This design comes from an exercise in tuning for small area on the open sky130 flow, not from production work.
Only simulation tests tie the RTL to the original design; equivalence was not proved.

Design rx_fullsuma_error_top, start of the top module:
module rx_fullsuma_error_top(
	input [31:0] rx_data,
	input rx_clk,
	input reset,
	input trans_en,
	output reg tx_serial,
	output reg led_3c,
	input aligned,
	input [3:0] rx_k
);
Size in the first run: roughly 530 cells after synthesis, about 5400 um^2 of cells after synthesis.
clock: 7.0 ns
lec_check: 0
cap_margin: 0
core_margin: 2
core_utilization: 60
place_density: 0.7
slew_margin: 0
synth_hierarchical: 1
standard.sh (not shown) runs the stock make flow with config.mk's settings and CLKGATE_MAP_FILE= SYNTH_SCRIPT=/design/flow/synth_recipe.tcl, a recipe that flattens the netlist after the stock synthesis.
==> flow/flow/run.sh <==
#!/bin/bash
# The standard layout (standard.sh), with two changes:
# - the port buffers are the smallest buffer cell, buf_1, instead of the resizer's pick;
# - clock tree synthesis clusters sinks more coarsely and adds no dummy loads.
# make's output goes to make_finish.log here; ORFS keeps each step's log under orfs/logs.
set -euo pipefail
bash standard.sh \
  "BUFFER_PORTS_ARGS=-buffer_cell sky130_fd_sc_hd__buf_1" \
  "CTS_ARGS=-sink_clustering_enable -repair_clock_nets -sink_clustering_size 30 -sink_clustering_max_diameter 200 -buf_list sky130_fd_sc_hd__clkbuf_8 -dont_use_dummy_load" \
  finish > make_finish.log 2>&1
The baseline completed without violations.
Rerun with:
==> flow/run.sh (new file) <==
#!/bin/bash
# synth_recipe.tcl (not shown) runs the flow's synth.tcl, then flattens the netlist and writes it again
# the make line also repeats each setting of config.mk as NAME=value (left out here)
make -C /OpenROAD-flow-scripts/flow DESIGN_CONFIG=/design/flow/config.mk WORK_HOME=/design/flow/orfs CLKGATE_MAP_FILE= SYNTH_SCRIPT=/design/flow/synth_recipe.tcl finish
CORE_UTILIZATION = 40   (was 60)
CTS_BUF_LIST = sky130_fd_sc_hd__clkbuf_4   (was default)
PLACE_DENSITY = 0.6   (was 0.7)
removed: flow/flow/run.sh
removed: flow/standard.sh
Worst setup slack is worse by 0.036 ns.
Global-route usage drops by 7.8 points.
Fmax decreases slightly.

## run A
rx_fullsuma_error_top, a different RTL version from the one above (not shown whole).
Size: about 490 cells after synthesis, about 62 flip-flops, about 42 I/O pins, about 5100 um2 of cells after synthesis.
Settings: LEC_CHECK=0, CAP_MARGIN=0, CORE_MARGIN=2, CORE_UTILIZATION=60, PLACE_DENSITY=0.7, SLEW_MARGIN=0, SYNTH_HIERARCHICAL=1; clock period 7.0 ns.
==> flow/flow/run.sh <==
#!/bin/bash
# The standard layout (standard.sh), with two changes:
# - the port buffers are the smallest buffer cell, buf_1, instead of the resizer's pick;
# - clock tree synthesis clusters sinks more coarsely and adds no dummy loads.
# make's output goes to make_finish.log here; ORFS keeps each step's log under orfs/logs.
set -euo pipefail
bash standard.sh \
  "BUFFER_PORTS_ARGS=-buffer_cell sky130_fd_sc_hd__buf_1" \
  "CTS_ARGS=-sink_clustering_enable -repair_clock_nets -sink_clustering_size 30 -sink_clustering_max_diameter 200 -buf_list sky130_fd_sc_hd__clkbuf_4 -dont_use_dummy_load" \
  finish > make_finish.log 2>&1
Here is what was changed in the inputs of run B compared with run A.
- setting GPL_TIMING_DRIVEN to 0 for the first time
diff --git a/flow/flow/run.sh b/flow/flow/run.sh
--- a/flow/flow/run.sh
+++ b/flow/flow/run.sh
@@ -8,3 +8,3 @@
   "BUFFER_PORTS_ARGS=-buffer_cell sky130_fd_sc_hd__buf_1" \
-  "CTS_ARGS=-sink_clustering_enable -repair_clock_nets -sink_clustering_size 30 -sink_clustering_max_diameter 200 -buf_list sky130_fd_sc_hd__clkbuf_4 -dont_use_dummy_load" \
+  "CTS_ARGS=-sink_clustering_enable -repair_clock_nets -sink_clustering_size 30 -sink_clustering_max_diameter 200 -buf_list sky130_fd_sc_hd__clkbuf_8 -dont_use_dummy_load" \
   finish > make_finish.log 2>&1
Run B ended up with a higher area added between synthesis and finish than run A did.
There was hardly any difference in routed wire length between run A and run B.
Global-route wire length before repair: run B vs run A down 360 um
Modified inputs, run C compared to run B
- removing GPL_TIMING_DRIVEN (formerly 0)
==> results.txt <==
- Between run C and run B, the utilization is higher for run C.
- On worst hold slack, run B loses to run C.
- | pre-CTS setup slack | run C vs run B | 0.40 ns higher |
- Classification of the worst setup path: flip-flop to flip-flop -> run C, input port to flip-flop -> run B
- As far as number of top-level design ports goes, run C and run B are indistinguishable; the numbers are identical.
- Delta (run C minus run B): post-synthesis cell type count now sits at about the same level; global-route met2 utilization picked up an extra 0.46 points.
- Run C ended up with a higher area growth from synthesis to final layout than run B did.
- The run showing the smaller wire length on met2 is run C.
- Delta (run C minus run B): detailed-router iteration count before antenna repair now larger; final standard cell area without fillers up 0.75%.
Setup changes, run C to run D
- GPL_ROUTABILITY_DRIVEN now 0, previously not set
- GPL_TIMING_DRIVEN now 0, previously not set
### Flow results
Setup slack in run D is smaller than in run C. Global-route met3 utilization, run D and run C: larger value in run C. Via count of the first global-routing pass went down by a few percent going from run C to run D. Diff run C -> run D | via count | decrease of 29. Run D against run C: net total in the final layout decreased 4; multi-input logic portion of the cell area increased 0.56 points; met1 usage in global routing decreased 1.2 points. The lower largest stage delay on the critical path of run D and run C is in run D. Relative to run C, met1 wire length decreased by 4.1% in run D.

job 101:
RTL: one of the versions met above, not the one the previous note started from.
Size in the first run: roughly 42 I/O pins, roughly 0.0054 mm2 of cells after synthesis.
clock: 7.0 ns
lec_check: 0
cap_margin: 0
core_margin: 2
core_utilization: 60
cts_buf_list: sky130_fd_sc_hd__clkbuf_8
place_density: 0.7
slew_margin: 0
synth_hierarchical: 1
run.sh (not shown) runs the stock make flow with config.mk's settings and CLKGATE_MAP_FILE= SYNTH_SCRIPT=/design/flow/synth_recipe.tcl, a recipe that flattens the netlist after the stock synthesis.
Stock flow here: none of the scripts above is used.
Job 101: done, clean on timing, DRC and antenna
Input-level comparison between job 102 and job 101:
Settings: CTS_BUF_LIST removed (was sky130_fd_sc_hd__clkbuf_8).
==> flow/flow/run.sh (new file) <==
#!/bin/bash
# The standard layout (standard.sh), with two changes:
# - the port buffers are the smallest buffer cell, buf_1, instead of the resizer's pick;
# - clock tree synthesis clusters sinks more coarsely and adds no dummy loads.
# make's output goes to make_finish.log here; ORFS keeps each step's log under orfs/logs.
set -euo pipefail
bash standard.sh \
  "BUFFER_PORTS_ARGS=-buffer_cell sky130_fd_sc_hd__buf_1" \
  "CTS_ARGS=-sink_clustering_enable -repair_clock_nets -root_buf sky130_fd_sc_hd__clkbuf_8 -buf_list sky130_fd_sc_hd__clkbuf_4 -dont_use_dummy_load" \
  finish > make_finish.log 2>&1
==> flow/standard.sh (new file) <==
#!/bin/bash
# synth_recipe.tcl (not shown) runs the flow's synth.tcl, then flattens the netlist and writes it again
# the make line also repeats each setting of config.mk as NAME=value (left out here)
make -C /OpenROAD-flow-scripts/flow DESIGN_CONFIG=/design/flow/config.mk WORK_HOME=/design/flow/orfs CLKGATE_MAP_FILE= SYNTH_SCRIPT=/design/flow/synth_recipe.tcl "${@:-finish}"
removed: flow/run.sh
- Count of nets after finishing across job 102 and job 101: no real change.
- Reported for job 102 and job 101, number of iterations in the first detailed-routing pass turned out identical to the last digit.
- Going from job 101 to job 102, sequential share of cell area has increased.
- Re post-route clock period utilization: job 101 was lower than job 102.
- Sort job 102 and job 101 by maximum clock frequency asc -> top: job 102
- Job 102 vs job 101 on worst slew margin relative to its limit: job 102 is the higher one.
- Relative to job 101, cell area decreased by 280 um2 in job 102.
- Taking job 101 as the reference, in job 102 latest clock arrival within the worst-skew pair saw little to no change, setup slack at placement has increased, multi-input gate count shows no meaningful change.

[afterwards: timing with drivers on the ports]
Ports are ideal in the flow. The routed layouts listed here were re-timed in OpenROAD.
Step 1 assumes that a clkbuf_16 drives the clock port and a buf_2 every other input.
Step 2 moves the port delays by t, midway between the first and last clock arrival at a register: inputs arrive t later, outputs are due t later. That takes back most of the time a late clock gives input paths.
Three values: ideal, step 1, step 2; two values: the first two.
run | t (ns) | setup slack, ns | latest minus earliest clock arrival (ns) | worst register clock-pin slew, ns
the first run of note 1 | 0.362 | 0.683 / 0.683 / 0.633 | 0.025 / 0.025 | 0.08 / 0.08
the second run of note 1 | 0.467 | 0.648 / 0.648 / 0.369 | 0.025 / 0.025 | 0.12 / 0.12
run A | 0.430 | 0.689 / 0.689 / 0.434 | 0.033 / 0.033 | 0.12 / 0.12
run B | 0.368 | 0.355 / 0.363 / -0.005 | 0.023 / 0.022 | 0.08 / 0.08
run C | 0.373 | 0.674 / 0.674 / 0.442 | 0.022 / 0.022 | 0.08 / 0.08
run D | 0.373 | 0.417 / 0.428 / 0.055 | 0.027 / 0.027 | 0.08 / 0.08
job 101 | 0.380 | 0.726 / 0.739 / 0.359 | 0.017 / 0.018 | 0.09 / 0.09
job 102 | 0.362 | 0.683 / 0.683 / 0.633 | 0.025 / 0.025 | 0.08 / 0.08
With both steps, setup timing fails in run B, where it was met with ideal ports. For job 101, which loses most, drivers alone change the setup slack by +0.013 ns; drivers and shift together by -0.367 ns.
